From an optimization exercise on the open Yosys and OpenROAD flow, aimed at small area; shortcuts taken in it are not production practice. The RTL was checked by simulation tests, not by an equivalence proof against the original design. Power figures rest on the tool's default switching activity, not on a simulated workload.

## flow/flow/run.sh

```bash
#!/bin/bash
# The standard layout (standard synthesis included, unchanged), except
# that the buffer placed on every input and output port is the smallest one,
# sky130_fd_sc_hd__buf_1, instead of the one the resizer picks by default.
set -euo pipefail
export BUFFER_PORTS_ARGS="-buffer_cell sky130_fd_sc_hd__buf_1"
bash standard.sh > standard.log 2>&1
```

## flow/standard.sh

```bash
#!/bin/bash
# synth_recipe.tcl (not shown) runs the flow's synth.tcl, then flattens the netlist and writes it again
# the make line also repeats each setting of config.mk as NAME=value (left out here)
make -C /OpenROAD-flow-scripts/flow DESIGN_CONFIG=/design/flow/config.mk WORK_HOME=/design/flow/orfs CLKGATE_MAP_FILE= SYNTH_SCRIPT=/design/flow/synth_recipe.tcl "${@:-finish}"
```

## flow/config.mk

```make
export PLATFORM = sky130hd
export DESIGN_NAME = fpu
export DESIGN_NICKNAME = fpu
export VERILOG_FILES = /design/flow/design.v
export SDC_FILE = /design/flow/constraint.sdc
export NUM_CORES = 4
export LEC_CHECK = 0
export ABC_AREA = 1
export CAP_MARGIN = 20
export CORE_MARGIN = 2
export CORE_UTILIZATION = 40
export SLEW_MARGIN = 20
```

## flow/constraint.sdc

```tcl
create_clock -name core_clock -period 10.0 [get_ports {clock100KHz}]
set_input_delay 2.0000 -clock core_clock [delete_from_list [all_inputs] [get_ports {clock100KHz}]]
set_output_delay 2.0000 -clock core_clock [all_outputs]
set_load 0.01 [all_outputs]
```

## flow/design.v

```verilog
module fpu(
    input  logic [31:0] op_A_in,
    input  logic [31:0] op_B_in,
    input  logic clock100KHz,
    input  logic reset,
    output logic [31:0] data_out,
    output logic [3:0]  status_out
);
    function automatic logic [6:0] add6(input logic [5:0] a, input logic [5:0] b, input logic ci);
        logic [6:0] s;
        logic       c;
        c = ci;
        for (int n = 0; n < 6; n++) begin
            s[n] = a[n] ^ b[n] ^ c;
            c    = (a[n] & b[n]) | (c & (a[n] ^ b[n]));
        end
        s[6] = c;
        add6 = s;
    endfunction
    function automatic logic [4:0] inc26(input logic [4:0] a);
        inc26 = (a == 5'd25) ? 5'd0 : a + 5'd1;
    endfunction
    logic        sA, sB;
    logic [5:0]  eA, eB;
    logic [31:0] mA, mB;
    assign sA = op_A_in[31];
    assign eA = op_A_in[30:25];
    assign mA = {6'd0, eA != 6'd0, op_A_in[24:0]};
    assign sB = op_B_in[31];
    assign eB = op_B_in[30:25];
    assign mB = {6'd0, eB != 6'd0, op_B_in[24:0]};
    logic [6:0] x;
    logic       bt, big;
    logic [5:0] y;
    assign x   = add6(eB, ~eA, 1'b0);
    assign bt  = x[6];
    assign y   = bt ? x[5:0] : ~x[5:0];
    assign big = y[5] | (y[4] & y[3] & (y[2] | y[1] | (y[0] & bt)));
    logic bl;
    always_ff @(posedge clock100KHz)
        bl <= bt;
    logic [5:0] eL;
    assign eL = bl ? eB : eA;
    logic sub;
    assign sub = sA ^ sB;
    logic [4:0] i;
    always_ff @(posedge clock100KHz or negedge reset)
        if (!reset) i <= 5'd0;
        else        i <= inc26(i);
    logic first, last;
    assign first = (i == 5'd0);
    assign last  = (i == 5'd25);
    logic [4:0] j;
    logic       jw, wrap;
    always_ff @(posedge clock100KHz) begin
        if ((bt && i == 5'd24) || (!bt && last)) j <= big ? 5'd0 : y[4:0];
        else                                     j <= inc26(j);
        jw <= ~last & (jw | (j == 5'd25));
    end
    assign wrap = jw | big;
    logic [4:0] iA, iB;
    logic       bA, bB, lb, sb, sbit, stk;
    assign iA = bl ? j : i;
    assign iB = bl ? i : j;
    assign bA = mA[iA];
    assign bB = mB[iB];
    assign lb = bl ? bB : bA;
    assign sb = bl ? bA : bB;
    assign sbit = sb & ~wrap;
    assign stk  = sb & wrap;
    logic cy, cin, s, cyn, t26;
    assign cin = first ? 1'b0 : cy;
    assign s   = lb ^ sbit ^ cin;
    assign cyn = (cin & ((lb ^ sub) | sbit)) | ((lb ^ sub) & sbit);
    assign t26 = ~sub & cyn;
    always_ff @(posedge clock100KHz)
        cy <= cyn;
    logic seen, sn, tn;
    assign sn = first ? 1'b0 : seen;
    assign tn = s ^ sn;
    always_ff @(posedge clock100KHz)
        seen <= sn | s;
    logic [4:0] p;
    logic       nz, st, ng, spc;
    logic t;
    assign t = ng ? tn : s;
    logic [5:0] pm;
    logic [6:0] er7;
    logic       ovf, unf, kill;
    assign pm   = {1'b0, p} - 6'd25;
    assign er7  = add6(eL, pm, spc);
    assign ovf  = nz & ((eL == 6'd63) | (p == 5'd26 & eL == 6'd62));
    assign unf  = nz & pm[5] & ~er7[6];
    assign kill = ovf | unf;
    logic [4:0] pp_acc, pp_nxt, pn_acc, pn_nxt, p_new;
    logic       nz_acc, nz_nxt, st_acc, st_nxt, k0;
    assign pp_nxt = (s  | first) ? i : pp_acc;
    assign pn_nxt = (tn | first) ? i : pn_acc;
    assign p_new  = t26 ? 5'd26 : (sub & cyn) ? pn_nxt : pp_nxt;
    assign nz_nxt = (first ? 1'b0 : nz_acc) | s | (last & t26);
    assign st_nxt = (first ? 1'b0 : st_acc) | stk | (k0 & t);
    always_ff @(posedge clock100KHz) begin
        pp_acc <= pp_nxt;
        pn_acc <= pn_nxt;
        nz_acc <= nz_nxt;
        st_acc <= st_nxt;
    end
    always_ff @(posedge clock100KHz)
        if (last) begin
            ng <= sub & cyn;
            p  <= p_new;
            nz <= nz_nxt;
            st <= st_nxt;
        end
    logic [4:0] k;
    assign k0 = (k == 5'd0);
    always_ff @(posedge clock100KHz)
        if (last) k <= t26 ? 5'd25 : 5'd25 - p_new;
        else      k <= inc26(k);
    logic rc, ceff;
    assign ceff = first ? 1'b0 : rc;
    always_ff @(posedge clock100KHz)
        rc <= k0 ? t : (ceff & t);
    logic [24:1] f;
    logic        spc_now, pend;
    assign spc_now = ceff & ~t;
    always_ff @(posedge clock100KHz) begin
        for (int n = 1; n < 23; n++)
            if (k == n) f[n] <= (t ^ ceff) & ~kill;
        if (k == 5'd23) pend <= t ^ ceff;
        if (k == 5'd24) begin
            f[23] <= (pend | spc_now) & ~kill;
            f[24] <= t & ~ceff & ~kill;
            spc   <= spc_now;
        end
    end
    logic sr;
    assign sr = (ng ^ bl) ? sB : sA;
    assign data_out   = {sr & ~kill, (nz & ~kill) ? er7[5:0] : 6'd0, f, 1'b0};
    assign status_out = ovf ? 4'b0100 : unf ? 4'b1000 : st ? 4'b0010 : 4'b0001;
endmodule
```

==> notes.md, run 1 <==
The run finished with no timing, DRC or antenna violations. The clock-pin slew of the registers on the worst-case setup and hold paths is 60 ps. The type of origin of the critical path is an input pin. At the end of routability-driven placement, the weighted congestion stood at between 0.8 and 0.9.

The total half-perimeter wirelength after legalization and detailed placement came out at ~8300 um. The core area came out at roughly 0.011 mm^2. The die covers 0.0122 mm^2. Detailed routing inserted a total of about 4,000 vias. Between clock sinks in the finished design, the worst skew comes to around 9.5 ps. In the synthesized netlist the dominant register cell turns out to be sky130_fd_sc_hd__edfxtp_1.

Setup violations remaining at the end of the flow were counted as 0. In this run the vertical extent of the chip is approximately 110 um. Summed over all layers, the global routing overflow is 0.

The fraction of synthesis flops using an asynchronous set or reset pin came out at 0.0758. The relative max-transition margin is 0.527. Setup repair after global routing left no endpoint under its margin.

The floorplan row count is 38. The count of nets left with antenna violations once routing finished came out at 0. The layer flagged by global routing as most heavily used is met2. The overall global routing resource usage is 0.183. The total I/O pin count came out at a little over 100. The overall power after layout came out at ~1.3 mW. The depth of the worst register-to-register path is 19. The synthesis warning total is 1. The global routing met3 resource utilization is 0.0359. TritonCTS built the clock tree. The number of enable-type register cells in the synthesized netlist is 34.

From synthesis to final layout, the design area changed by 18.0%. The worst setup slack after layout is 2540 ps. In the final layout, the share of cells above drive strength 1 is 0.0840. The number of nets in the layout came out at between 700 and 800. Fill cells in the final layout number approximately 1,100. Setup slack on the worst reg-to-reg path comes out at 5750 ps. The final number of max-transition violations is 0. The share of the clock period used by the worst path is 0.746. The utilization of the core after routing is 0.488.

The clock insertion delay at the later pin of the skew report is roughly 330 ps. The library cell used most frequently in the layout, excluding fill and tap cells, is sky130_fd_sc_hd__nand2_1. The number of search-and-repair iterations in the first detailed-routing pass is 5. In this run the critical register-to-register path is launched from bl. During placement, the flow inserted port buffers numbering 100. The synthesis-stage register bit count came out at 66. The worst path in the final design needs a cycle of 7460 ps, including I/O delays and setup. The power density of the placed cells is 242 mW/mm^2.

The worst slack at placement came out at 2350 ps. In this run the critical register-to-register path is captured at f[17]. 0 antenna diodes ended up in the layout. The initial antenna violation count is 0. Buffers added to address setup during post-CTS repair amount to 0.

The worst setup path is of the input pin to output port kind. CTS placed an instance of sky130_fd_sc_hd__clkbuf_16 at the clock tree root. The initial cell density of the core came out at 0.413. After detailed routing, the average wire length per cell comes to approximately 12 um. After detailed routing, the number of vias per cell comes to ~4.8. The die extent in x is about 110 um. Synthesis produced slightly below 600 cells. The worst setup path is captured at an output port. The wire length of the first global-routing pass came out at ~17,000 um. The peak fanout along the critical path is 5. The number of sinks driven by the clock tree came out at 66.

The leakage power total is ~2.5 nW. The met2 capacity usage during global routing came out at 0.295. The startpoint identified for the worst hold timing path is pn_acc[2]. In the layout the commonest cells are 121 x sky130_fd_sc_hd__nand2_1, 117 x sky130_fd_sc_hd__inv_1, 100 x sky130_fd_sc_hd__buf_1. The worst hold path class is flop to flop. Entering global routing, the biggest net connects 37 pins.

The count of cell types in the netlist came out at 37. The final worst hold slack came out at about 450 ps. The area of the mapped netlist is 0.00452 mm^2. VDD sags by at most 0.0919 mV. The count of endpoints failing hold in the final timing report came out at 0. The global routing usage on met1 is 0.254. The transition time at the pin with the least slew margin came out at about 710 ps. For this run, the register share of the synthesized area comes to 0.373. Max-cap violations in this run came to 0.

The maximum buffer depth of the clock tree is 2. Based on the critical path, the design can be clocked at up to 0.134 GHz. In the final timing run, aggregate negative setup slack is 0 ps. The endpoint required time on the critical path came out at 8000 ps.

Summed over all layers, the routed wires come to 10,400 um. The final routed DRC violation total is 0. The via count of the first global-routing pass came to 3,897. The net count of the mapped netlist is 690. The number of cells traversed by the worst hold path came out at 2. A synthesized cell averages about 7.6 um^2.

Data on the critical path arrives at its endpoint at about 5500 ps. The DRC marker count from the first detailed-route iteration came out at between 200 and 250. The total of hold buffers inserted after clock tree synthesis is 0. The number of levels in the clock H-tree came out at 3. The number of buffers inserted during clock tree synthesis is 9. The post-cts repair resize count came out at 0.

The worst hold path terminates at pn_acc[2].
-- state kept, by name (all words and copies together) (netlist names), 5 cells and up --
name,cells
i,5
pn_acc,5
p,5
k,5
pp_acc,5
j,5
f,24
-- metal layers --
metal | vias up | part of all wire
met5 | - | 0
met4 | 0 | 0.0079
met3 | 7 | 0.055
met2 | 90 | 0.45
met1 | 1825 | 0.49
li1 | 2090 | -
-- synthesized netlist by cell type, types with 2 or more instances --
cell type                  instances  area (um^2)
sky130_fd_sc_hd__inv_1           117          439
sky130_fd_sc_hd__o21ai_1           4         20.0
sky130_fd_sc_hd__nand2_4           6         67.6
sky130_fd_sc_hd__o22ai_1           6         37.5
sky130_fd_sc_hd__buf_6             5         56.3
sky130_fd_sc_hd__buf_4             2         15.0
sky130_fd_sc_hd__a21oi_1           8         40.0
sky130_fd_sc_hd__edfxtp_1         34         1020
sky130_fd_sc_hd__nor3_1            6         30.0
sky130_fd_sc_hd__dfrtp_1           5          125
sky130_fd_sc_hd__clkinv_1          2         7.51
sky130_fd_sc_hd__inv_2             6         22.5
sky130_fd_sc_hd__or2_1             2         12.5
sky130_fd_sc_hd__o211ai_1          2         15.0
sky130_fd_sc_hd__nand4_1           5         31.3
sky130_fd_sc_hd__nand2_2           8         50.1
sky130_fd_sc_hd__o21ai_2           7         61.3
sky130_fd_sc_hd__nand2_1         121          454
sky130_fd_sc_hd__or2_2             4         25.0
sky130_fd_sc_hd__ha_1             19          238
sky130_fd_sc_hd__xor2_1            8         70.1
sky130_fd_sc_hd__xnor2_1           7         61.3
sky130_fd_sc_hd__nor2_1           47          176
sky130_fd_sc_hd__nand3_2           7         70.1
sky130_fd_sc_hd__nand3_1          78          390
sky130_fd_sc_hd__nand3b_1          6         45.0
sky130_fd_sc_hd__dfxtp_1          27          541
sky130_fd_sc_hd__buf_2             2         10.0
sky130_fd_sc_hd__fa_1             11          220
sky130_fd_sc_hd__o21ai_0          25          125
-- worst max path at each step --
stage | from | end | slack [ps] | cells past startpoint
3_3_place_gp | op_B_in[25] | data_out[31] | 2660 | 17
3_5_place_dp | op_A_in[25] | f[21] | 2350 | 23
2_1_floorplan | op_B_in[25] | data_out[25] | 3060 | 15
5_1_grt | op_B_in[25] | data_out[31] | 2250 | 17
4_1_cts | op_B_in[25] | data_out[31] | 2550 | 17
6_report | op_B_in[25] | data_out[31] | 2540 | 17
-- worst max-delay path: stages --
cell and delay, ps:
sky130_fd_sc_hd__buf_1 100, sky130_fd_sc_hd__or2_2 290, sky130_fd_sc_hd__o21ai_0 160, sky130_fd_sc_hd__inv_1 100, sky130_fd_sc_hd__fa_1 390, sky130_fd_sc_hd__fa_1 370, sky130_fd_sc_hd__inv_1 80, sky130_fd_sc_hd__fa_1 150
sky130_fd_sc_hd__inv_1 50, sky130_fd_sc_hd__fa_1 370, sky130_fd_sc_hd__fa_1 390, sky130_fd_sc_hd__fa_1 380, sky130_fd_sc_hd__nor2_1 160, sky130_fd_sc_hd__nor2_1 80, sky130_fd_sc_hd__inv_1 190, sky130_fd_sc_hd__a21oi_1 70
sky130_fd_sc_hd__buf_1 130
-- kinds of logic after synthesis --
family,count (synthesis),synth area share
AO/OA/AOI/OAI,53,0.0678
XOR/XNOR,15,0.0291
adder cells (fa/ha/maj),30,0.101
buffers and inverters,136,0.125
flip-flops,66,0.373
other,1,0.000830
AND/OR/NAND/NOR,293,0.303
-- power by group --
| group | switching, mW | internal [mW] |
|---|---|---|
| Sequential | 0.0385 | 0.380 |
| Combinational | 0.357 | 0.175 |
| Clock | 0.120 | 0.220 |
| Total | 0.516 | 0.775 |
-- cell type report --
cell class	instances	area (um^2)	share of cell area
clock buffers	9	225	0.0422
clock inverters	7	100	0.0188
inverters	126	478	0.0896
multi-input cells	392	2280	0.427
flip-flops and latches	66	1690	0.316
well taps	140	175	0.0328
repair buffers	102	390	0.0732
-- stage by stage --
step,cells,area [um^2]
global placement,826,5010
CTS,842,5330
detailed placement,826,5010
floorplan,594,4520
finish,842,5340
global route,842,5340
==> inputs of run 2 (changes only) <==
==> flow/run.sh (new file) <==
#!/bin/bash
# synth_recipe.tcl (not shown) runs the flow's synth.tcl, then flattens the netlist and writes it again
# the make line also repeats each setting of config.mk as NAME=value (left out here)
make -C /OpenROAD-flow-scripts/flow DESIGN_CONFIG=/design/flow/config.mk WORK_HOME=/design/flow/orfs CLKGATE_MAP_FILE= SYNTH_SCRIPT=/design/flow/synth_recipe.tcl finish
removed: flow/flow/run.sh
removed: flow/standard.sh
==> run 2 against run 1 <==
  * Sequential share of layout area down 3.2 points
  * Clock-buffer cell count did not move
  * Design area is 11% higher
  * Maximum frequency shrank 8.4%
  * Non-clock buffer count stayed put
  * Setup slack lost 680 ps
  * Critical endpoint unchanged
==> notes.md, run 2 <==
Outcome: no timing/DRC/antenna violations (unchanged). Highest-count cells in the layout ignoring fill and taps: 121 x sky130_fd_sc_hd__nand2_1, 117 x sky130_fd_sc_hd__inv_1, 100 x sky130_fd_sc_hd__clkdlybuf4s50_1 (was 121 x sky130_fd_sc_hd__nand2_1, 117 x sky130_fd_sc_hd__inv_1, 100 x sky130_fd_sc_hd__buf_1). The total internal power came out at 786 uW (was 775 uW). The pin count of the biggest net entering global routing is 37 (unchanged).

The post-CTS setup buffer count is 0 (unchanged). The wire length of the first global-routing pass came out at 18,200 um (was 17,300 um). The root cell of the clock tree is sky130_fd_sc_hd__clkbuf_16 (unchanged).

The ratio of cells with drive above 1 in the final layout is 0.0826 (was 0.0840). The most common library cell in the layout ignoring fill and taps was sky130_fd_sc_hd__nand2_1 (unchanged). The clock insertion delay at the later pin of the skew report is 330 ps (about the same).

The die extent in x is 110 um (unchanged). The endpoint of the worst-slack reg-to-reg timing path is f[18] (was f[17]). The sequential cell area came out at 0.00169 mm^2 (unchanged). The primary flip-flop cell chosen by synthesis mapping is sky130_fd_sc_hd__edfxtp_1 (unchanged). The synthesis-stage register bit count was 66 (unchanged). The endpoint arrival time on the critical path came to 6140 ps (was 5460 ps). Setup repair after global routing missed its margin: no (unchanged).

The initial cell density of the core came out at 0.413 (unchanged). The fraction of the mapped netlist area in compound gates came to 0.0678 (unchanged). The overall global routing resource usage was 0.195 (was 0.183). The number of search-and-repair iterations in the first detailed-routing pass came to 5 (unchanged).

The core area came out at 0.0109 mm^2 (unchanged). Synth top area cells: sky130_fd_sc_hd__edfxtp_1 23%, sky130_fd_sc_hd__dfxtp_1 12%, sky130_fd_sc_hd__nand2_1 10%, sky130_fd_sc_hd__inv_1 9.7%, sky130_fd_sc_hd__nand3_1 8.6% (unchanged). The die footprint was 0.0122 mm^2 (unchanged).

The area of the mapped netlist is 0.00452 mm^2 (unchanged). The terminating pin of the worst hold path is pn_acc[2] (unchanged). The number of buffers inserted during clock tree synthesis was 9 (unchanged). The number of flip-flops in the largest register is 24 (unchanged). The leading cell type by number of instances after synthesis is sky130_fd_sc_hd__nand2_1 (unchanged).

The internal reg-to-reg setup slack is 5720 ps (was 5750 ps). The simple-gate area share of the yosys netlist came to 0.303 (unchanged). The clock tree skew after final layout came to 7.29 ps (was 9.50 ps).

The count of endpoints failing hold in the final timing report is 0 (unchanged). The final routed DRC violation total was 0 (unchanged). The final RePlAce weighted congestion is 0.855 (was 0.870). Leading post-synthesis cells by instance count: 121 x sky130_fd_sc_hd__nand2_1, 117 x sky130_fd_sc_hd__inv_1, 78 x sky130_fd_sc_hd__nand3_1, 47 x sky130_fd_sc_hd__nor2_1, 34 x sky130_fd_sc_hd__edfxtp_1 (unchanged).

The highest attainable clock frequency was 0.123 GHz (was 0.134 GHz). The total half-perimeter wirelength after legalization and detailed placement is 8910 um (was 8300 um). The start of the worst register-to-register path is bl (unchanged). The net switching power figure came to 518 uW (was 516 uW).

The number of cells traversed by the worst hold path came out at 2 (unchanged). The register with the highest flop count is f (unchanged). The final-layout setup total negative slack came out at 0 ps (unchanged). The depth of the worst register-to-register path is 19 (unchanged). The number of nets in the layout came out at 793 (unchanged). The net count of the mapped netlist is 690 (unchanged).

The combinational family with the most area after synthesis was simple AND/OR/NAND/NOR gates (unchanged). The area fraction of the dominant cell type after synthesis is 0.226 (unchanged). The final number of max-transition violations is 0 (unchanged).

The switching part of the total power came out at 0.397 (was 0.400). The worst hold path class is flop to flop (unchanged). The overall power after layout came out at 1.30 mW (was 1.29 mW).

The average vias per placed instance came out at 4.85 (was 4.76). The signed area change from the synthesized netlist to the final layout is 31.3% (was 18.0%). The share of total power in sequential cells was 0.323 (was 0.324). The post-cts repair resize count came out at 0 (unchanged). The non-filler instance count after layout came out at 842 (unchanged). The mux contribution to synthesized area is 0 (unchanged). The count of cell types in the netlist came out at 37 (unchanged). The leading area contributor after synthesis is sky130_fd_sc_hd__edfxtp_1 (unchanged). The routed length per placed instance was 13.1 um (was 12.3 um). The relative max-transition margin is 0.520 (was 0.527). The power density of the placed cells is 220 mW/mm^2 (was 242 mW/mm^2).

The final global-route overflow total came out at 0 (unchanged). The DRC marker count from the first detailed-route iteration is 229 (was 214). The share of the clock period used by the worst path came to 0.814 (was 0.746). The type of origin of the critical path is an input pin (unchanged). The number of antenna-violating nets in the routed design was 0 (unchanged). The minimum period implied by the final worst setup slack came out at 8140 ps (was 7460 ps). The clock-pin slew of the registers on the worst-case setup and hold paths was 50 ps (was 60 ps). The leakage power total came to 2.79 nW (was 2.53 nW). The adder and majority cell fraction of the synthesized area came out at 0.101 (unchanged).

The overall die height came to 110 um (unchanged). The via total after detailed routing came to 4,084 (was 4,012). The number of port buffers is 100 (unchanged). The clock tree from TritonCTS was done (unchanged).

The source of the worst hold timing path is pn_acc[2] (unchanged). The maximum resistive drop on vdd is 0.141 mV (was 0.0919 mV). The maximum buffer depth of the clock tree is 2 (unchanged). The via count of the first global-routing pass was 3,852 (was 3,897). The fraction of synthesis flops using an asynchronous set or reset pin is 0.0758 (unchanged). The register area share after synthesis came to 0.373 (unchanged). The average footprint of a synthesized cell is 7.61 um^2 (unchanged). The area taken by multi-input logic gates came to 0.00228 mm^2 (unchanged). The synthesis warning total is 1 (unchanged). The share of total power in the clock network came out at 0.241 (was 0.264). The number of levels in the clock H-tree is 3 (unchanged). The worst setup path category is input pin to output port (unchanged). The part of the power in combinational logic is 0.437 (was 0.412). The initial antenna violation count came out at 0 (unchanged).

The post-detailed-routing wire length is 11,000 um (was 10,400 um). The total of hold buffers inserted after clock tree synthesis came out at 0 (unchanged). The transition time at the pin with the least slew margin is 720 ps (was 709 ps). The peak fanout along the critical path is 5 (unchanged). The number of antenna diodes is 0 (unchanged).

The total I/O pin count came out at 102 (unchanged). The max-capacitance violation count came out at 0 (unchanged). The synthesized netlist cell count is 594 (unchanged). The number of enable-type register cells in the synthesized netlist is 34 (unchanged). The number of sinks driven by the clock tree is 66 (unchanged). The number of instances in the placed design came out at 826 (unchanged). The endpoint required time on the critical path is 8000 ps (about the same).

The filler cell count came out at 1,058 (was 1,137). The floorplan row count was 38 (unchanged). The kind of end point of the critical path is an output port (unchanged).

The xor and xnor fraction of the mapped netlist area is 0.0291 (unchanged). The final number of setup-violating endpoints is 0 (unchanged).
run 2: worst max-delay path by stage:
stage	slack, ps	end	startpoint	cells after the start
6_report	1860	data_out[31]	op_B_in[25]	17
5_1_grt	1610	data_out[28]	op_B_in[25]	17
4_1_cts	1870	data_out[28]	op_B_in[25]	17
3_5_place_dp	1890	data_out[28]	op_B_in[25]	17
3_3_place_gp	1960	data_out[31]	op_B_in[25]	17
2_1_floorplan	3060	data_out[25]	op_B_in[25]	15
run 2: cell families (layout without fill, tap and decap cells):
| logic type | Yosys count | after routing |
|---|---|---|
| and+or+nand+nor | 293 | 293 |
| buffers and inverters | 136 | 244 |
| DFF | 66 | 66 |
| AOI/OAI and AO/OA | 53 | 53 |
| adders and majority gates | 30 | 30 |
| xor gates and xnor gates | 15 | 15 |
| other | 1 | 1 |
run 2: final cells by class:
class	count	share of cell area
Multi-Input combinational cell	392	0.384
Sequential cell	66	0.284
Timing Repair Buffer	102	0.171
Inverter	126	0.0805
Clock buffer	9	0.0379
Tap cell	140	0.0295
Clock inverter	7	0.0129
run 2: layer usage:
layer  GRT usage  vias to the layer above  wire [um]
li1            -                     2090          -
met3      0.0423                        4        592
met1       0.281                     1897       5430
met5           0                        -          0
met2       0.301                       93       4910
met4      0.0411                        0         72
run 2: power by group through the flow:
stage	registers, mW	clock network (mW)	logic, mW
3_3_place_gp	0.424	0	0.554
5_1_grt	0.427	0.334	0.652
4_1_cts	0.421	0.321	0.573
6_report	0.420	0.314	0.569
2_1_floorplan	0.421	0	0.398
3_5_place_dp	0.425	0	0.569
run 2: metrics by stage:
stage          hold WS, ps  instance area (um^2)  utilization  setup WS (ps)
2_1_floorplan          416                  4520            -           3060
3_3_place_gp           440                  5630        0.515           1960
3_5_place_dp           432                  5630        0.515           1890
4_1_cts                454                  5930        0.543           1870
5_1_grt                483                  5940        0.543           1610
6_report               451                  5940        0.543           1860
run 2: worst max-delay path, cell delays in order:
cell	delay, ps
sky130_fd_sc_hd__clkdlybuf4s50_1	440
sky130_fd_sc_hd__or2_2	300
sky130_fd_sc_hd__o21ai_0	140
sky130_fd_sc_hd__inv_1	90
sky130_fd_sc_hd__fa_1	380
sky130_fd_sc_hd__fa_1	360
sky130_fd_sc_hd__inv_1	80
sky130_fd_sc_hd__fa_1	150
sky130_fd_sc_hd__inv_1	50
sky130_fd_sc_hd__fa_1	370
sky130_fd_sc_hd__fa_1	410
sky130_fd_sc_hd__fa_1	380
sky130_fd_sc_hd__nor2_1	170
sky130_fd_sc_hd__nor2_1	80
sky130_fd_sc_hd__inv_1	190
sky130_fd_sc_hd__a21oi_1	60
sky130_fd_sc_hd__clkdlybuf4s50_1	480
==> inputs of run 3 (changes only) <==
==> flow/flow/run.sh (new file) <==
#!/bin/bash
set -euo pipefail
rm -rf scripts
cp -r "$FLOW_HOME/scripts" scripts
cp flow/abc_area.script scripts/abc_area.script
export SCRIPTS_DIR="$PWD/scripts"
export BUFFER_PORTS_ARGS="-buffer_cell sky130_fd_sc_hd__buf_1"
export CTS_ARGS="-sink_clustering_enable -repair_clock_nets -buf_list sky130_fd_sc_hd__clkbuf_4 -root_buf sky130_fd_sc_hd__clkbuf_4 -dont_use_dummy_load"
bash standard.sh > standard.log 2>&1
==> flow/flow/abc_area.script (new file) <==
strash; dc2; dch -f; amap -m; topo
==> flow/standard.sh (new file) <==
#!/bin/bash
# synth_recipe.tcl (not shown) runs the flow's synth.tcl, then flattens the netlist and writes it again
# the make line also repeats each setting of config.mk as NAME=value (left out here)
make -C /OpenROAD-flow-scripts/flow DESIGN_CONFIG=/design/flow/config.mk WORK_HOME=/design/flow/orfs CLKGATE_MAP_FILE= SYNTH_SCRIPT=/design/flow/synth_recipe.tcl "${@:-finish}"
removed: flow/run.sh
==> run 3 against run 2 <==
  * Global-route usage is 1.2 points lower
  * Largest power group unchanged
  * Critical endpoint unchanged
  * Highest routed layer unchanged
  * Core utilization is 7.0 points lower
  * Power is 20% lower
  * Still clean
==> notes.md, run 3 <==
The maximum buffer depth of the clock tree is 2 (unchanged). The area fraction of the dominant cell type after synthesis came out at 0.270 (was 0.226). The share of total power in the clock network is 0.119 (was 0.241). The endpoint required time on the critical path is 8000 ps (about the same). The signed area change from the synthesized netlist to the final layout came out at 15.0% (was 31.3%). The post-CTS setup buffer count came out at 0 (unchanged).

The final-layout setup total negative slack is 0 ps (unchanged). The final routed DRC violation total came to 0 (unchanged). Leading post-synthesis cells by instance count: 70 x sky130_fd_sc_hd__clkinv_1, 55 x sky130_fd_sc_hd__nor2_1, 44 x sky130_fd_sc_hd__o22ai_1, 34 x sky130_fd_sc_hd__edfxtp_1, 31 x sky130_fd_sc_hd__nand2_1 (was 121 x sky130_fd_sc_hd__nand2_1, 117 x sky130_fd_sc_hd__inv_1, 78 x sky130_fd_sc_hd__nand3_1, 47 x sky130_fd_sc_hd__nor2_1, 34 x sky130_fd_sc_hd__edfxtp_1). The kind of end point of the critical path is an output port (unchanged). Critical Path, Cell by Cell: buf_1, nand2_1, o21ai_0, fa_1, fa_1, clkinv_1, fa_1, clkinv_1, fa_1, fa_1, fa_1, nor2_1, a21oi_1, clkinv_1, nor2_1, buf_1 (was clkdlybuf4s50_1, or2_2, o21ai_0, inv_1, fa_1, fa_1, inv_1, fa_1, inv_1, fa_1, fa_1, fa_1, nor2_1, nor2_1, inv_1, a21oi_1, clkdlybuf4s50_1). The max-capacitance violation count is 0 (unchanged). The core area came to 0.00920 mm^2 (was 0.0109 mm^2).

The die extent in x was 101 um (was 110 um). The highest attainable clock frequency was 0.136 GHz (was 0.123 GHz). The non-filler instance count after layout was 636 (was 842). The count of endpoints failing hold in the final timing report came to 0 (unchanged). The clock tree from TritonCTS is done (unchanged). Outcome: no timing/DRC/antenna violations (unchanged). The endpoint arrival time on the critical path is 5370 ps (was 6140 ps). The final RePlAce weighted congestion is 0.891 (was 0.855). The synthesis-stage register bit count is 66 (unchanged). The leading cell type by number of instances after synthesis is sky130_fd_sc_hd__clkinv_1 (was sky130_fd_sc_hd__nand2_1). The total I/O pin count is 102 (unchanged). The die footprint came out at 0.0103 mm^2 (was 0.0122 mm^2). The transition time at the pin with the least slew margin came to 1020 ps (was 720 ps). The part of the power in combinational logic came to 0.477 (was 0.437).

The filler cell count was 946 (was 1,058). The count of cell types in the netlist came out at 37 (unchanged). The post-cts repair resize count came out at 0 (unchanged). The clock-pin slew of the registers on the worst-case setup and hold paths is 80 ps (was 50 ps).

The via count of the first global-routing pass is 3,125 (was 3,852). The number of flip-flops in the largest register came out at 24 (unchanged). The final global-route overflow total is 0 (unchanged). The final number of max-transition violations is 0 (unchanged). The cell family contributing the most delay on the critical path is adder cells (unchanged). The clock insertion delay at the later pin of the skew report is 420 ps (was 330 ps). The most common library cell in the layout ignoring fill and taps is sky130_fd_sc_hd__buf_1 (was sky130_fd_sc_hd__nand2_1). Setup repair after global routing missed its margin: no (unchanged).

The synthesized netlist cell count came out at 418 (was 594). The worst hold path class is flop to flop (unchanged). The minimum period implied by the final worst setup slack was 7370 ps (was 8140 ps).

The relative max-transition margin came out at 0.322 (was 0.520). The dominant cell type by count on the critical path is sky130_fd_sc_hd__fa_1 (unchanged). The number of sinks driven by the clock tree is 66 (unchanged). Synth top area cells: sky130_fd_sc_hd__edfxtp_1 27%, sky130_fd_sc_hd__dfxtp_1 14%, sky130_fd_sc_hd__o22ai_1 7.3%, sky130_fd_sc_hd__clkinv_1 6.9%, sky130_fd_sc_hd__ha_1 6.3% (was sky130_fd_sc_hd__edfxtp_1 23%, sky130_fd_sc_hd__dfxtp_1 12%, sky130_fd_sc_hd__nand2_1 10%, sky130_fd_sc_hd__inv_1 9.7%, sky130_fd_sc_hd__nand3_1 8.6%). The type of origin of the critical path is an input pin (unchanged). The register with the highest flop count was f (unchanged).

The synthesis warning total is 1 (unchanged). The net switching power figure came out at 449 uW (was 518 uW). The share of total power in sequential cells is 0.404 (was 0.323).

The utilization of the core after routing is 0.473 (was 0.543). The floorplan row count is 35 (was 38). The global routing usage on met1 came out at 0.250 (was 0.281). The number of antenna-violating nets in the routed design came out at 0 (unchanged). The post-detailed-routing wire length is 9040 um (was 11,000 um). The total of hold buffers inserted after clock tree synthesis came out at 0 (unchanged). The number of search-and-repair iterations in the first detailed-routing pass is 4 (was 5).

The layer with the highest usage after global routing is met2 (unchanged). The global routing met3 resource utilization is 0.0242 (was 0.0423). The average footprint of a synthesized cell is 9.05 um^2 (was 7.61 um^2). The leading area contributor after synthesis is sky130_fd_sc_hd__edfxtp_1 (unchanged). The overall die height is 101 um (was 110 um).

The number of instances in the placed design is 627 (was 826). The total buffers and inverters traversed by the critical path came out at 5 (was 6). The number of nets in the layout is 623 (was 793). The root cell of the clock tree is sky130_fd_sc_hd__clkbuf_4 (was sky130_fd_sc_hd__clkbuf_16). The leakage power total is 1.51 nW (was 2.79 nW). The peak fanout along the critical path came out at 7 (was 5). The ratio of cells with drive above 1 in the final layout came to 0.0190 (was 0.0826).

The worst setup path category was input pin to output port (unchanged). The power density of the placed cells is 239 mW/mm^2 (was 220 mW/mm^2). The number of port buffers was 100 (unchanged). The wire length of the first global-routing pass came to 14,700 um (was 18,200 um). The total internal power is 590 uW (was 786 uW). The average vias per placed instance is 5.35 (was 4.85). The number of antenna diodes was 0 (unchanged).

The share of the clock period used by the worst path was 0.737 (was 0.814). The initial cell density of the core is 0.411 (was 0.413). The initial antenna violation count is 0 (unchanged). The number of enable-type register cells in the synthesized netlist came out at 34 (unchanged). The cell type of the slowest stage on the worst timing path is sky130_fd_sc_hd__fa_1 (was sky130_fd_sc_hd__clkdlybuf4s50_1). The total half-perimeter wirelength after legalization and detailed placement is 7260 um (was 8910 um).

The register area share after synthesis came out at 0.446 (was 0.373). The area of the mapped netlist is 0.00378 mm^2 (was 0.00452 mm^2). The number of levels in the clock H-tree came to 3 (unchanged). The DRC marker count from the first detailed-route iteration came out at 106 (was 229). The net count of the mapped netlist is 514 (was 690).

The fraction of synthesis flops using an asynchronous set or reset pin is 0.0758 (unchanged). The highest cell delay on the worst timing path came to 460 ps (was 480 ps). The routed length per placed instance came out at 14.2 um (was 13.1 um). The primary flip-flop cell chosen by synthesis mapping is sky130_fd_sc_hd__edfxtp_1 (unchanged). The final number of setup-violating endpoints came out at 0 (unchanged). The sequential cell area came to 0.00169 mm^2 (unchanged). The area taken by multi-input logic gates is 0.00182 mm^2 (was 0.00228 mm^2). The maximum resistive drop on vdd came to 0.122 mV (was 0.141 mV).

Highest-count cells in the layout ignoring fill and taps: 100 x sky130_fd_sc_hd__buf_1, 70 x sky130_fd_sc_hd__clkinv_1, 54 x sky130_fd_sc_hd__nor2_1 (was 121 x sky130_fd_sc_hd__nand2_1, 117 x sky130_fd_sc_hd__inv_1, 100 x sky130_fd_sc_hd__clkdlybuf4s50_1). The number of buffers inserted during clock tree synthesis is 9 (unchanged). The clock tree skew after final layout came out at 52.6 ps (was 7.29 ps). The overall global routing resource usage is 0.182 (was 0.195). The pin count of the biggest net entering global routing is 24 (was 37).

The via total after detailed routing was 3,400 (was 4,084). The switching part of the total power came out at 0.432 (was 0.397). The met2 capacity usage during global routing came out at 0.293 (was 0.301).
run 3: cell types whose count changed in the layout (fill, tap and decap cells not counted), moves of 9 or more:
cell and change:
sky130_fd_sc_hd__inv_1 -117, sky130_fd_sc_hd__buf_1 +100, sky130_fd_sc_hd__clkdlybuf4s50_1 -100, sky130_fd_sc_hd__nand2_1 -90, sky130_fd_sc_hd__nand3_1 -72, sky130_fd_sc_hd__clkinv_1 +67
sky130_fd_sc_hd__o22ai_1 +38, sky130_fd_sc_hd__o221ai_1 +18, sky130_fd_sc_hd__clkbuf_16 -9, sky130_fd_sc_hd__clkbuf_4 +9
run 3: cells by family (layout without fill, tap and decap cells):
group                    count (synthesis)  after routing  share of synthesized area
AND/OR/NAND/NOR                        123            123                      0.141
XOR/XNOR                                 1              1                    0.00232
other                                    1              1                   0.000991
buffers and inverters                   72            179                     0.0734
flip-flops                              66             66                      0.446
multiplexers                             1              1                    0.00265
adder cells (fa/ha/maj)                 30             30                      0.121
AO/OA/AOI/OAI                          124            124                      0.213
run 3: per-layer routing:
metal | up-vias | share of wire
met5 | - | 0
met1 | 1561 | 0.47
met4 | 0 | 0.020
li1 | 1729 | -
met2 | 94 | 0.45
met3 | 16 | 0.052
run 3: worst register-to-register path: stages (launching register included):
cell	delay, ps
sky130_fd_sc_hd__dfxtp_1	810
sky130_fd_sc_hd__clkinv_1	600
sky130_fd_sc_hd__o22ai_1	940
sky130_fd_sc_hd__clkinv_1	570
sky130_fd_sc_hd__o221ai_1	310
sky130_fd_sc_hd__o21ai_0	130
sky130_fd_sc_hd__o221ai_1	160
sky130_fd_sc_hd__o211ai_1	120
sky130_fd_sc_hd__o21a_1	140
sky130_fd_sc_hd__o22ai_1	260
sky130_fd_sc_hd__o21ai_0	160
sky130_fd_sc_hd__o21ai_0	560
sky130_fd_sc_hd__ha_1	360
sky130_fd_sc_hd__nor2_1	360
sky130_fd_sc_hd__clkinv_1	190
sky130_fd_sc_hd__o22ai_1	230
sky130_fd_sc_hd__o22ai_1	140
sky130_fd_sc_hd__nor2_1	190
sky130_fd_sc_hd__clkinv_1	110
sky130_fd_sc_hd__o21ai_0	220
sky130_fd_sc_hd__o21ai_0	120
sky130_fd_sc_hd__a21oi_1	140
sky130_fd_sc_hd__o21bai_1	110
run 3: per-stage QoR:
stage | cell area, um^2 | hold slack [ps] | total power [mW] | setup slack (ps)
floorplan | 3780 | 434 | 0.779 | 3050
global placement | 4280 | 450 | 0.907 | 2380
detailed placement | 4280 | 459 | 0.922 | 2030
CTS | 4350 | 480 | 1.04 | 2500
global route | 4350 | 521 | 1.13 | 1930
finish | 4350 | 471 | 1.04 | 2630
run 3: layout make-up:
type | instances | area share
multi-input combinational | 280 | 0.419
timing repair buffer | 100 | 0.0862
sequential | 66 | 0.387
tap | 111 | 0.0319
inverter | 70 | 0.0604
clock buffer | 9 | 0.0155
run 3: path summary, 6_finish.rpt:
| path | slack, ps | cells after the start | to | start |
|---|---|---|---|---|
| setup / recovery | 2630 | 16 | data_out[31] | op_B_in[25] |
| max in group asynchronous | 8380 | 1 | i[4] | reset |
| setup reg to reg | 3080 | 22 | k[4] | bl |
| hold reg to reg | 470 | 2 | pn_acc[0] | pn_acc[0] |
| hold / removal | 470 | 2 | pn_acc[0] | pn_acc[0] |
| min in group asynchronous | 1420 | 1 | i[3] | reset |
run 3: power groups by stage:
stage / clock [mW] / sequential [mW] / combinational, mW
global route: 0.136 / 0.430 / 0.569
finish: 0.124 / 0.419 / 0.496
floorplan: 0 / 0.423 / 0.356
global placement: 0 / 0.425 / 0.482
detailed placement: 0 / 0.427 / 0.495
CTS: 0.126 / 0.420 / 0.497
==> inputs of run 4 (changes only) <==
==> flow/flow/run.sh (replaced) <==
#!/bin/bash
set -euo pipefail
rm -rf scripts
cp -r "$FLOW_HOME/scripts" scripts
cp flow/abc_area.script scripts/abc_area.script
export SCRIPTS_DIR="$PWD/scripts"
export BUFFER_PORTS_ARGS="-buffer_cell sky130_fd_sc_hd__buf_1"
export CTS_ARGS="-sink_clustering_enable -repair_clock_nets -buf_list sky130_fd_sc_hd__clkbuf_4 -root_buf sky130_fd_sc_hd__clkbuf_4 -sink_clustering_size 6 -dont_use_dummy_load"
bash standard.sh > standard.log 2>&1
==> run 4 against run 3 <==
  * Die area unchanged
  * Via count unchanged
  * Non-clock buffer count unchanged
  * Clock power about the same
  * Maximum frequency unchanged
  * Largest power group unchanged
  * Setup slack unchanged
  * Cell count unchanged
  * Power unchanged
  * Critical path depth unchanged
  * Hold slack unchanged
  * Clock-buffer cell count unchanged
==> notes.md, run 4 <==
The number of cells traversed by the worst hold path was 2 (unchanged). The transition time at the pin with the least slew margin was 1020 ps (unchanged). The count of endpoints failing hold in the final timing report is 0 (unchanged). The DRC marker count from the first detailed-route iteration was 106 (unchanged). The overall global routing resource usage is 0.182 (unchanged).

Setup repair after global routing missed its margin: no (unchanged). The highest cell delay on the worst timing path is 460 ps (about the same). The average vias per placed instance is 5.35 (unchanged).

The worst setup slack after layout came out at 2630 ps (unchanged). The synthesis warning total is 1 (unchanged). The final global-route overflow total came out at 0 (unchanged). The start of the worst register-to-register path was bl (unchanged). The number of antenna-violating nets in the routed design came out at 0 (unchanged).

The post-detailed-routing wire length is 9040 um (unchanged). The root cell of the clock tree was sky130_fd_sc_hd__clkbuf_4 (unchanged). The type of origin of the critical path is an input pin (unchanged).

The leading area contributor after synthesis is sky130_fd_sc_hd__edfxtp_1 (unchanged). The endpoint required time on the critical path came out at 8000 ps (about the same). The wire length of the first global-routing pass is 14,700 um (unchanged). The endpoint of the worst-slack reg-to-reg timing path is k[4] (unchanged). The endpoint arrival time on the critical path is 5370 ps (about the same). The clock-pin slew of the registers on the worst-case setup and hold paths came out at 80 ps (about the same). The maximum buffer depth of the clock tree is 2 (unchanged). The initial cell density of the core was 0.411 (unchanged). The highest attainable clock frequency came out at 0.136 GHz (unchanged).

The worst setup path category is input pin to output port (unchanged). The total buffers and inverters traversed by the critical path is 5 (unchanged). The number of levels in the clock H-tree came out at 3 (unchanged).

The worst hold path class is flop to flop (unchanged). The net count of the mapped netlist came to 514 (unchanged). The number of flip-flops in the largest register is 24 (unchanged). Outcome: no timing/DRC/antenna violations (unchanged). The maximum resistive drop on vdd is 0.122 mV (unchanged). The final number of max-transition violations was 0 (unchanged). The clock tree skew after final layout is 52.6 ps (unchanged). The routed length per placed instance came to 14.2 um (unchanged). The filler cell count came to 946 (unchanged). The post-CTS setup buffer count was 0 (unchanged). The total I/O pin count came out at 102 (unchanged). The launching element of the worst setup path is op_B_in[25] (unchanged).

The worst slack at placement came out at 2030 ps (unchanged). The leading cell type by number of instances after synthesis was sky130_fd_sc_hd__clkinv_1 (unchanged). The number of antenna diodes is 0 (unchanged). The number of sinks driven by the clock tree came to 66 (unchanged). Critical Path, Cell by Cell: buf_1, nand2_1, o21ai_0, fa_1, fa_1, clkinv_1, fa_1, clkinv_1, fa_1, fa_1, fa_1, nor2_1, a21oi_1, clkinv_1, nor2_1, buf_1 (unchanged). The count of cell types in the netlist is 37 (unchanged).

The ratio of cells with drive above 1 in the final layout came out at 0.0190 (unchanged). The clock tree from TritonCTS is done (unchanged). Synth top area cells: sky130_fd_sc_hd__edfxtp_1 27%, sky130_fd_sc_hd__dfxtp_1 14%, sky130_fd_sc_hd__o22ai_1 7.3%, sky130_fd_sc_hd__clkinv_1 6.9%, sky130_fd_sc_hd__ha_1 6.3% (unchanged). The most common library cell in the layout ignoring fill and taps is sky130_fd_sc_hd__buf_1 (unchanged). The max-capacitance violation count came out at 0 (unchanged). The via total after detailed routing came out at 3,400 (unchanged). The total half-perimeter wirelength after legalization and detailed placement came out at 7260 um (unchanged).

Highest-count cells in the layout ignoring fill and taps: 100 x sky130_fd_sc_hd__buf_1, 70 x sky130_fd_sc_hd__clkinv_1, 54 x sky130_fd_sc_hd__nor2_1 (unchanged). The floorplan row count came out at 35 (unchanged). The depth of the worst register-to-register path is 22 (unchanged). The area fraction of the dominant cell type after synthesis is 0.270 (unchanged). The via count of the first global-routing pass came out at 3,125 (unchanged). The number of search-and-repair iterations in the first detailed-routing pass is 4 (unchanged). The final routed DRC violation total came out at 0 (unchanged). The average footprint of a synthesized cell came out at 9.05 um^2 (unchanged). The peak fanout along the critical path was 7 (unchanged). The relative max-transition margin is 0.322 (unchanged). The cell type of the slowest stage on the worst timing path is sky130_fd_sc_hd__fa_1 (unchanged). The overall power after layout came out at 1.04 mW (unchanged). The number of enable-type register cells in the synthesized netlist came out at 34 (unchanged).

The total of hold buffers inserted after clock tree synthesis is 0 (unchanged). The utilization of the core after routing is 0.473 (unchanged). The post-cts repair resize count is 0 (unchanged). The share of the clock period used by the worst path is 0.737 (unchanged). The number of nets in the layout was 623 (unchanged).

The dominant cell type by count on the critical path is sky130_fd_sc_hd__fa_1 (unchanged). The final-layout setup total negative slack came out at 0 ps (unchanged). The register with the highest flop count is f (unchanged). The power density of the placed cells came out at 239 mW/mm^2 (unchanged). The kind of end point of the critical path was an output port (unchanged). The signed area change from the synthesized netlist to the final layout came out at 15.0% (unchanged). The die extent in x is 101 um (unchanged). The register area share after synthesis came out at 0.446 (unchanged). The core area was 0.00920 mm^2 (unchanged). The number of port buffers came out at 100 (unchanged). The internal reg-to-reg setup slack is 3080 ps (about the same). The area of the mapped netlist is 0.00378 mm^2 (unchanged). The synthesis-stage register bit count came out at 66 (unchanged).

The final number of setup-violating endpoints came out at 0 (unchanged). The cell family contributing the most delay on the critical path is adder cells (unchanged). The leakage power total came out at 1.51 nW (unchanged). The primary flip-flop cell chosen by synthesis mapping was sky130_fd_sc_hd__edfxtp_1 (unchanged). The die footprint came out at 0.0103 mm^2 (unchanged). The synthesized netlist cell count came out at 418 (unchanged). The source of the worst hold timing path is pn_acc[0] (unchanged). The fraction of synthesis flops using an asynchronous set or reset pin is 0.0758 (unchanged). The minimum period implied by the final worst setup slack came out at 7370 ps (unchanged).

The final RePlAce weighted congestion came to 0.891 (unchanged). The pin count of the biggest net entering global routing was 24 (unchanged). The clock insertion delay at the later pin of the skew report is 420 ps (about the same). Leading post-synthesis cells by instance count: 70 x sky130_fd_sc_hd__clkinv_1, 55 x sky130_fd_sc_hd__nor2_1, 44 x sky130_fd_sc_hd__o22ai_1, 34 x sky130_fd_sc_hd__edfxtp_1, 31 x sky130_fd_sc_hd__nand2_1 (unchanged). The overall die height is 101 um (unchanged). The initial antenna violation count came out at 0 (unchanged). The number of buffers inserted during clock tree synthesis is 9 (unchanged). The terminating pin of the worst hold path was pn_acc[0] (unchanged).
## run 4: cell counts after synthesis
No cell type changed its count.
## run 4: worst max-delay path by stage
stage | end | slack, ps | depth (start not counted)
floorplan | f[10] | 3050 | 20
global placement | f[17] | 2380 | 21
detailed placement | f[17] | 2030 | 21
CTS | f[7] | 2500 | 22
global route | k[4] | 1930 | 27
finish | data_out[31] | 2630 | 16
## run 4: kinds of logic (layout without fill, tap and decap cells)
family | count (synthesis) | in the layout | synth area share
buffers and inverters | 72 | 179 | 0.0734
multiplexers | 1 | 1 | 0.00265
adder cells (fa/ha/maj) | 30 | 30 | 0.121
flip-flops | 66 | 66 | 0.446
other | 1 | 1 | 0.000991
AO/OA/AOI/OAI | 124 | 124 | 0.213
XOR/XNOR | 1 | 1 | 0.00232
AND/OR/NAND/NOR | 123 | 123 | 0.141
## run 4: layout make-up
type                            instances  area (um^2)  area share
Clock buffer                            9         67.6      0.0155
Timing Repair Buffer                  100          375      0.0862
Multi-Input combinational cell        280         1820       0.419
Inverter                               70          263      0.0604
Tap cell                              111          139      0.0319
Sequential cell                        66         1690       0.387
## run 4: through the flow
step | area (um^2) | hold slack, ps | std cells
2_1_floorplan | 3780 | 434 | 418
3_3_place_gp | 4280 | 450 | 627
3_5_place_dp | 4280 | 459 | 627
4_1_cts | 4350 | 480 | 636
5_1_grt | 4350 | 521 | 636
6_report | 4350 | 471 | 636
## run 4: per-layer routing
layer  up-vias  wire length, um  part of all wire  GRT usage
met2        94             4110              0.45      0.293
met1      1561             4280              0.47      0.250
li1       1729                -                 -          -
met3        16              470             0.052     0.0242
met4         0              179             0.020     0.0738
met5         -                0                 0          0
## run 4: power by group
part           internal, mW  switching [mW]  total, mW  leakage (nW)
Sequential            0.382          0.0375      0.419         0.585
Clock                0.0417          0.0822      0.124        0.0414
Combinational         0.166           0.329      0.496         0.881
## run 4: worst reg2reg max path: stages, from the launching register on
cell and delay, ps:
sky130_fd_sc_hd__dfxtp_1 810, sky130_fd_sc_hd__clkinv_1 600, sky130_fd_sc_hd__o22ai_1 940, sky130_fd_sc_hd__clkinv_1 570, sky130_fd_sc_hd__o221ai_1 310, sky130_fd_sc_hd__o21ai_0 130
sky130_fd_sc_hd__o221ai_1 160, sky130_fd_sc_hd__o211ai_1 120, sky130_fd_sc_hd__o21a_1 140, sky130_fd_sc_hd__o22ai_1 260, sky130_fd_sc_hd__o21ai_0 160, sky130_fd_sc_hd__o21ai_0 560
sky130_fd_sc_hd__ha_1 360, sky130_fd_sc_hd__nor2_1 360, sky130_fd_sc_hd__clkinv_1 190, sky130_fd_sc_hd__o22ai_1 230, sky130_fd_sc_hd__o22ai_1 140, sky130_fd_sc_hd__nor2_1 190
sky130_fd_sc_hd__clkinv_1 110, sky130_fd_sc_hd__o21ai_0 220, sky130_fd_sc_hd__o21ai_0 120, sky130_fd_sc_hd__a21oi_1 140, sky130_fd_sc_hd__o21bai_1 110
==> inputs of run 5 (changes only) <==
==> flow/flow/run.sh (replaced) <==
#!/bin/bash
set -euo pipefail
rm -rf scripts
cp -r "$FLOW_HOME/scripts" scripts
cp flow/abc_area.script scripts/abc_area.script
export SCRIPTS_DIR="$PWD/scripts"
export BUFFER_PORTS_ARGS="-buffer_cell sky130_fd_sc_hd__buf_1"
export CTS_ARGS="-sink_clustering_enable -repair_clock_nets -buf_list sky130_fd_sc_hd__clkbuf_8 -root_buf sky130_fd_sc_hd__clkbuf_8 -dont_use_dummy_load"
bash standard.sh > standard.log 2>&1
==> run 5 against run 4 <==
  * Clock-buffer cell count is the same
  * Highest routed layer unchanged
  * Still clean
  * Register-to-register slack is essentially flat
  * Sequential share of layout area fell by 0.49 points
  * Critical path type is now input pin to flop
  * Clock power increased by 33%
  * First-iteration DRC count up 3.8%
==> notes.md, run 5 <==
The floorplan row count came out at 35 (unchanged). The overall die height came out at 101 um (unchanged). The core area is 0.00920 mm^2 (unchanged). The highest cell delay on the worst timing path came out at 580 ps (was 460 ps).

The clock-pin slew of the registers on the worst-case setup and hold paths is 70 ps (was 80 ps). The net count of the mapped netlist is 514 (unchanged). The final-layout setup total negative slack came out at 0 ps (unchanged). The final number of max-transition violations came to 0 (unchanged).

The met2 capacity usage during global routing is 0.293 (about the same). The die extent in x came out at 101 um (unchanged). The number of levels in the clock H-tree is 3 (unchanged). The worst setup slack after layout came out at 2590 ps (was 2630 ps).

The number of search-and-repair iterations in the first detailed-routing pass was 4 (unchanged). The relative max-transition margin came out at 0.322 (about the same). The cell family contributing the most delay on the critical path is adder cells (unchanged).

The internal reg-to-reg setup slack is 3070 ps (was 3080 ps). The average vias per placed instance came to 5.29 (was 5.35). The number of sinks driven by the clock tree came out at 66 (unchanged).

The worst hold path class is flop to flop (unchanged). The register with the highest flop count was f (unchanged). The post-detailed-routing wire length came out at 9020 um (was 9040 um). Setup repair after global routing missed its margin: no (unchanged). The share of the clock period used by the worst path is 0.741 (was 0.737). The wire length of the first global-routing pass is 14,700 um (about the same). The peak fanout along the critical path is 10 (was 7). The via count of the first global-routing pass was 3,136 (was 3,125).

The number of cells traversed by the worst hold path is 2 (unchanged). The transition time at the pin with the least slew margin came to 1020 ps (about the same). The number of nets in the layout came to 623 (unchanged). The root cell of the clock tree is sky130_fd_sc_hd__clkbuf_8 (was sky130_fd_sc_hd__clkbuf_4). The die footprint came to 0.0103 mm^2 (unchanged). The endpoint of the worst-slack reg-to-reg timing path is k[4] (unchanged). The max-capacitance violation count came to 0 (unchanged). The number of enable-type register cells in the synthesized netlist is 34 (unchanged). The post-cts repair resize count came out at 0 (unchanged). The minimum period implied by the final worst setup slack is 7410 ps (was 7370 ps). The number of flip-flops in the largest register came out at 24 (unchanged).

The global routing usage on met1 is 0.249 (was 0.250). The number of antenna diodes is 0 (unchanged). The area of the mapped netlist came to 0.00378 mm^2 (unchanged). The routed length per placed instance is 14.2 um (about the same). The kind of end point of the critical path is a flop (was output port). The cell type of the slowest stage on the worst timing path was sky130_fd_sc_hd__o21ai_0 (was sky130_fd_sc_hd__fa_1). The worst setup path category is input pin to flop (was input pin to output port). The register area share after synthesis is 0.446 (unchanged). The via total after detailed routing is 3,363 (was 3,400). The total I/O pin count came out at 102 (unchanged). The start of the worst register-to-register path was bl (unchanged). Synth top area cells: sky130_fd_sc_hd__edfxtp_1 27%, sky130_fd_sc_hd__dfxtp_1 14%, sky130_fd_sc_hd__o22ai_1 7.3%, sky130_fd_sc_hd__clkinv_1 6.9%, sky130_fd_sc_hd__ha_1 6.3% (unchanged). The primary flip-flop cell chosen by synthesis mapping was sky130_fd_sc_hd__edfxtp_1 (unchanged). The type of origin of the critical path is an input pin (unchanged). The clock tree skew after final layout came out at 32.0 ps (was 52.6 ps). The maximum resistive drop on vdd is 0.115 mV (was 0.122 mV). The final global-route overflow total came out at 0 (unchanged). The post-CTS setup buffer count came out at 0 (unchanged). The clock insertion delay at the later pin of the skew report came out at 350 ps (was 420 ps).

The leakage power total is 1.53 nW (was 1.51 nW). The highest attainable clock frequency was 0.135 GHz (was 0.136 GHz). The clock tree from TritonCTS is done (unchanged). The endpoint required time on the critical path is 10,270 ps (was 8000 ps). The total buffers and inverters traversed by the critical path came out at 6 (was 5).

The utilization of the core after routing came to 0.479 (was 0.473). The most common library cell in the layout ignoring fill and taps was sky130_fd_sc_hd__buf_1 (unchanged). The final RePlAce weighted congestion was 0.891 (unchanged). The number of buffers inserted during clock tree synthesis is 9 (unchanged). The count of endpoints failing hold in the final timing report is 0 (unchanged).

The area fraction of the dominant cell type after synthesis is 0.270 (unchanged). The cell area after layout is 0.00441 mm^2 (was 0.00435 mm^2). The source of the worst hold timing path is pn_acc[0] (unchanged). The fraction of synthesis flops using an asynchronous set or reset pin came out at 0.0758 (unchanged). The synthesized netlist cell count is 418 (unchanged). The overall power after layout is 1.08 mW (was 1.04 mW). The ratio of cells with drive above 1 in the final layout is 0.0190 (unchanged).

The non-filler instance count after layout is 636 (unchanged). The synthesis-stage register bit count is 66 (unchanged). The average footprint of a synthesized cell is 9.05 um^2 (unchanged). The final number of setup-violating endpoints is 0 (unchanged). Outcome: no timing/DRC/antenna violations (unchanged). The leading cell type by number of instances after synthesis is sky130_fd_sc_hd__clkinv_1 (unchanged). The DRC marker count from the first detailed-route iteration is 110 (was 106). The leading area contributor after synthesis was sky130_fd_sc_hd__edfxtp_1 (unchanged). The overall global routing resource usage is 0.183 (was 0.182). The total half-perimeter wirelength after legalization and detailed placement is 7260 um (unchanged). The endpoint arrival time on the critical path was 7680 ps (was 5370 ps).

The cell area after placement came to 0.00428 mm^2 (unchanged). The pin count of the biggest net entering global routing came out at 24 (unchanged). The depth of the worst register-to-register path is 23 (was 22). The total of hold buffers inserted after clock tree synthesis came out at 0 (unchanged).

The final routed DRC violation total came out at 0 (unchanged). The number of port buffers came out at 100 (unchanged). The maximum buffer depth of the clock tree is 2 (unchanged).

Highest-count cells in the layout ignoring fill and taps: 100 x sky130_fd_sc_hd__buf_1, 70 x sky130_fd_sc_hd__clkinv_1, 54 x sky130_fd_sc_hd__nor2_1 (unchanged). The initial cell density of the core came out at 0.411 (unchanged). The synthesis warning total came to 1 (unchanged). The layer with the highest usage after global routing was met2 (unchanged). The number of antenna-violating nets in the routed design is 0 (unchanged).

The initial antenna violation count is 0 (unchanged). The worst slack at placement is 2030 ps (unchanged). The final worst hold slack is 467 ps (was 471 ps). Leading post-synthesis cells by instance count: 70 x sky130_fd_sc_hd__clkinv_1, 55 x sky130_fd_sc_hd__nor2_1, 44 x sky130_fd_sc_hd__o22ai_1, 34 x sky130_fd_sc_hd__edfxtp_1, 31 x sky130_fd_sc_hd__nand2_1 (unchanged). The signed area change from the synthesized netlist to the final layout came out at 16.5% (was 15.0%). The terminating pin of the worst hold path is pn_acc[0] (unchanged). The number of instances in the placed design is 627 (unchanged).

The filler cell count is 937 (was 946). The count of cell types in the netlist is 37 (unchanged). The global routing met3 resource utilization is 0.0262 (was 0.0242).

The power density of the placed cells came to 245 mW/mm^2 (was 239 mW/mm^2).
run 5: per-layer routing:
metal	wire length, um	part of all wire	up-vias
met3	427	0.047	13
met1	4260	0.47	1533
met5	0	0	-
met2	4170	0.46	87
li1	-	-	1730
met4	159	0.018	0
run 5: power breakdown:
part	leakage [nW]	switching [mW]	internal (mW)
clock	0.0647	0.0853	0.0799
combinational	0.881	0.328	0.166
sequential	0.585	0.0375	0.383
total	1.53	0.451	0.629
run 5: final cells by class:
type	count	area [um^2]	share of cell area
Clock buffer	9	124	0.0281
Sequential cell	66	1690	0.383
Timing Repair Buffer	100	375	0.0851
Inverter	70	263	0.0596
Tap cell	111	139	0.0315
Multi-Input combinational cell	280	1820	0.413
run 5: worst max path at each step:
| stage | start | end | cells past startpoint |
|---|---|---|---|
| floorplan | op_A_in[25] | f[10] | 20 |
| global placement | op_A_in[25] | f[17] | 21 |
| detailed placement | op_A_in[25] | f[17] | 21 |
| CTS | op_A_in[25] | f[17] | 22 |
| global route | op_A_in[25] | k[4] | 27 |
| finish | op_A_in[25] | k[4] | 27 |
run 5: logic make-up after synthesis:
group / Yosys count / share of synthesized area
XOR/XNOR: 1 / 0.00232
adder cells (fa/ha/maj): 30 / 0.121
buffers and inverters: 72 / 0.0734
AND/OR/NAND/NOR: 123 / 0.141
other: 1 / 0.000991
flip-flops: 66 / 0.446
AO/OA/AOI/OAI: 124 / 0.213
multiplexers: 1 / 0.00265
run 5: worst reg2reg max path, cell delays in order, from the launching register on:
cell and delay (ps):
sky130_fd_sc_hd__dfxtp_1 800, sky130_fd_sc_hd__clkinv_1 590, sky130_fd_sc_hd__o22ai_1 840, sky130_fd_sc_hd__clkinv_1 530, sky130_fd_sc_hd__o22ai_1 290, sky130_fd_sc_hd__o22ai_1 100
sky130_fd_sc_hd__o21ai_0 180, sky130_fd_sc_hd__a31oi_1 70, sky130_fd_sc_hd__nor3_1 200, sky130_fd_sc_hd__a21oi_1 100, sky130_fd_sc_hd__o22ai_1 330, sky130_fd_sc_hd__o21ai_0 160
sky130_fd_sc_hd__o21ai_0 570, sky130_fd_sc_hd__ha_1 360, sky130_fd_sc_hd__nor2_1 340, sky130_fd_sc_hd__clkinv_1 180, sky130_fd_sc_hd__o22ai_1 230, sky130_fd_sc_hd__o22ai_1 140
sky130_fd_sc_hd__nor2_1 190, sky130_fd_sc_hd__clkinv_1 110, sky130_fd_sc_hd__o21ai_0 210, sky130_fd_sc_hd__o21ai_0 110, sky130_fd_sc_hd__a21oi_1 140, sky130_fd_sc_hd__o21bai_1 120
==> inputs of run 6 (changes only) <==
==> flow/flow/run.sh (replaced) <==
#!/bin/bash
set -euo pipefail
rm -rf scripts
cp -r "$FLOW_HOME/scripts" scripts
cp flow/abc_area.script scripts/abc_area.script
export SCRIPTS_DIR="$PWD/scripts"
export BUFFER_PORTS_ARGS="-buffer_cell sky130_fd_sc_hd__buf_1"
bash standard.sh > standard.log 2>&1
==> run 6 against run 5 <==
  * Cell count rose by 1.1%
  * Highest routed layer unchanged
  * Wire length grew 0.76%
  * Register-to-register slack better by 50 ps
  * Synthesized cell count unchanged
  * Maximum frequency rose by 0.23%
  * First-iteration DRC count is 0.91% lower
  * Critical path depth stayed put
  * Area after synthesis unchanged
  * Design area is 2.1% higher
  * Sequential cell count did not move
  * Clock skew fell by 20 ps
  * Non-clock buffer count unchanged
==> notes.md, run 6 <==
Synth top area cells: sky130_fd_sc_hd__edfxtp_1 27%, sky130_fd_sc_hd__dfxtp_1 14%, sky130_fd_sc_hd__o22ai_1 7.3%, sky130_fd_sc_hd__clkinv_1 6.9%, sky130_fd_sc_hd__ha_1 6.3% (unchanged). The final routed DRC violation total came out at 0 (unchanged). The highest attainable clock frequency is 0.135 GHz (about the same). The total I/O pin count is 102 (unchanged). The primary flip-flop cell chosen by synthesis mapping is sky130_fd_sc_hd__edfxtp_1 (unchanged). The via count of the first global-routing pass is 3,147 (was 3,136). The wire length of the first global-routing pass came out at 14,700 um (about the same). The core area came out at 0.00920 mm^2 (unchanged). The power density of the placed cells is 258 mW/mm^2 (was 245 mW/mm^2).

The transition time at the pin with the least slew margin is 1020 ps (about the same). The post-CTS setup buffer count was 0 (unchanged). The non-filler instance count after layout came out at 643 (was 636). The most common library cell in the layout ignoring fill and taps is sky130_fd_sc_hd__buf_1 (unchanged). The register area share after synthesis came out at 0.446 (unchanged). The final global-route overflow total is 0 (unchanged). The overall global routing resource usage came to 0.182 (was 0.183). The part of the power in combinational logic is 0.427 (was 0.458). The total of hold buffers inserted after clock tree synthesis came out at 0 (unchanged). The DRC marker count from the first detailed-route iteration is 109 (was 110). The leading cell type by number of instances after synthesis is sky130_fd_sc_hd__clkinv_1 (unchanged).

The endpoint required time on the critical path is 10,270 ps (about the same). The register with the highest flop count is f (unchanged). The global routing usage on met1 was 0.251 (was 0.249). The synthesized netlist cell count came out at 418 (unchanged). The count of cell types in the netlist is 37 (unchanged). The utilization of the core after routing is 0.490 (was 0.479). The number of antenna-violating nets in the routed design is 0 (unchanged).

The number of buffers inserted during clock tree synthesis is 9 (unchanged). The final number of setup-violating endpoints came out at 0 (unchanged). The clock insertion delay at the later pin of the skew report is 340 ps (was 350 ps). The final number of max-transition violations is 0 (unchanged). The number of antenna diodes came to 0 (unchanged). The post-detailed-routing wire length came to 9090 um (was 9020 um).

The minimum period implied by the final worst setup slack is 7390 ps (was 7410 ps). The floorplan row count was 35 (unchanged). Leading post-synthesis cells by instance count: 70 x sky130_fd_sc_hd__clkinv_1, 55 x sky130_fd_sc_hd__nor2_1, 44 x sky130_fd_sc_hd__o22ai_1, 34 x sky130_fd_sc_hd__edfxtp_1, 31 x sky130_fd_sc_hd__nand2_1 (unchanged). The number of port buffers came out at 100 (unchanged). The clock tree skew after final layout is 12.2 ps (was 32.0 ps).

The peak fanout along the critical path came out at 10 (unchanged). The synthesis warning total is 1 (unchanged). Outcome: no timing/DRC/antenna violations (unchanged).

The share of total power in sequential cells is 0.362 (was 0.389). The via total after detailed routing came to 3,407 (was 3,363). The ratio of cells with drive above 1 in the final layout came out at 0.0301 (was 0.0190). The synthesis-stage register bit count came out at 66 (unchanged).

The clock-pin slew of the registers on the worst-case setup and hold paths came out at 80 ps (was 70 ps). The average footprint of a synthesized cell was 9.05 um^2 (unchanged). The endpoint arrival time on the critical path is 7660 ps (was 7680 ps). The worst slack at placement is 2030 ps (unchanged).
run 6: critical path, cell delays in order:
cell and delay [ps]:
sky130_fd_sc_hd__buf_1 80, sky130_fd_sc_hd__clkinv_1 90, sky130_fd_sc_hd__ha_1 220, sky130_fd_sc_hd__fa_1 370
sky130_fd_sc_hd__clkinv_1 60, sky130_fd_sc_hd__fa_1 180, sky130_fd_sc_hd__fa_1 170, sky130_fd_sc_hd__clkinv_1 70
sky130_fd_sc_hd__fa_1 370, sky130_fd_sc_hd__fa_1 530, sky130_fd_sc_hd__a21oi_1 240, sky130_fd_sc_hd__nor2_1 70
sky130_fd_sc_hd__a21o_1 170, sky130_fd_sc_hd__o221ai_1 230, sky130_fd_sc_hd__nor3_1 140, sky130_fd_sc_hd__o21ai_0 550
sky130_fd_sc_hd__ha_1 360, sky130_fd_sc_hd__nor2_1 340, sky130_fd_sc_hd__clkinv_1 180, sky130_fd_sc_hd__o22ai_1 230
sky130_fd_sc_hd__o22ai_1 140, sky130_fd_sc_hd__nor2_1 190, sky130_fd_sc_hd__clkinv_1 110, sky130_fd_sc_hd__o21ai_0 210
sky130_fd_sc_hd__o21ai_0 110, sky130_fd_sc_hd__a21oi_1 140, sky130_fd_sc_hd__o21bai_1 110
run 6: final cells by class:
type                       count  area (um^2)  area share
sequential                    66         1690       0.375
tap                          111          139      0.0309
clock buffer                  10          128      0.0283
timing repair buffer         100          375      0.0834
multi-input combinational    280         1820       0.405
inverter                      70          263      0.0584
clock inverter                 6         88.8      0.0197
run 6: cells by family (layout without fill, tap and decap cells):
logic type	after synthesis	in the layout	synth area share
multiplexers	1	1	0.00265
other	1	1	0.000991
adder cells (fa/ha/maj)	30	30	0.121
AO/OA/AOI/OAI	124	124	0.213
buffers and inverters	72	186	0.0734
XOR/XNOR	1	1	0.00232
flip-flops	66	66	0.446
AND/OR/NAND/NOR	123	123	0.141
run 6: layer usage:
layer,routed length (um),part of all wire,up-vias
met4,125,0.014,0
met3,434,0.048,12
met5,0,0,-
li1,-,-,1738
met1,4340,0.48,1558
met2,4190,0.46,99
run 6: per-stage QoR:
step	total power, mW	cell area (um^2)
after CTS	1.17	4500
final	1.16	4500
after global placement	0.907	4280
after floorplan	0.779	3780
after global routing	1.26	4500
after detailed placement	0.922	4280
run 6: final timing paths:
kind | startpoint | cells after the start | endpoint
min in group asynchronous | reset | 1 | i[3]
setup reg to reg | bl | 23 | k[4]
max in group asynchronous | reset | 1 | i[0]
hold reg to reg | pn_acc[0] | 2 | pn_acc[0]
setup / recovery | op_A_in[25] | 27 | k[4]
hold / removal | pn_acc[0] | 2 | pn_acc[0]
run 6: power by group through the flow:
| stage | sequential (mW) | clock (mW) | combinational (mW) |
|---|---|---|---|
| detailed placement | 0.427 | 0 | 0.495 |
| global route | 0.430 | 0.259 | 0.568 |
| floorplan | 0.423 | 0 | 0.356 |
| finish | 0.420 | 0.245 | 0.496 |
| global placement | 0.425 | 0 | 0.482 |
| CTS | 0.420 | 0.249 | 0.497 |

[re-timing with driven ports]
In the flow no input, the clock included, has a driving cell. The finished layouts below were timed again as built, in two steps. Step 1 assumes that a clkbuf_16 drives the clock port and a buf_2 every other input. Step 2 times the ports against the registers' clock, not the clock port: input delays grow and output delays shrink by t, the midpoint of the rising clock arrivals with the driver on. Slacks: ideal ports / drivers / drivers and shift; pairs: ideal ports / drivers.
run | shift t [ns] | setup slack, ns
run 1 | 0.361 | 2.545 / 2.521 / 2.521
run 2 | 0.361 | 1.862 / 1.838 / 1.838
run 3 | 0.424 | 2.634 / 2.614 / 2.228
run 4 | 0.424 | 2.634 / 2.614 / 2.228
run 5 | 0.359 | 2.591 / 2.595 / 2.236
run 6 | 0.366 | 2.609 / 2.613 / 2.246
After both steps setup and hold are still met in every run listed.
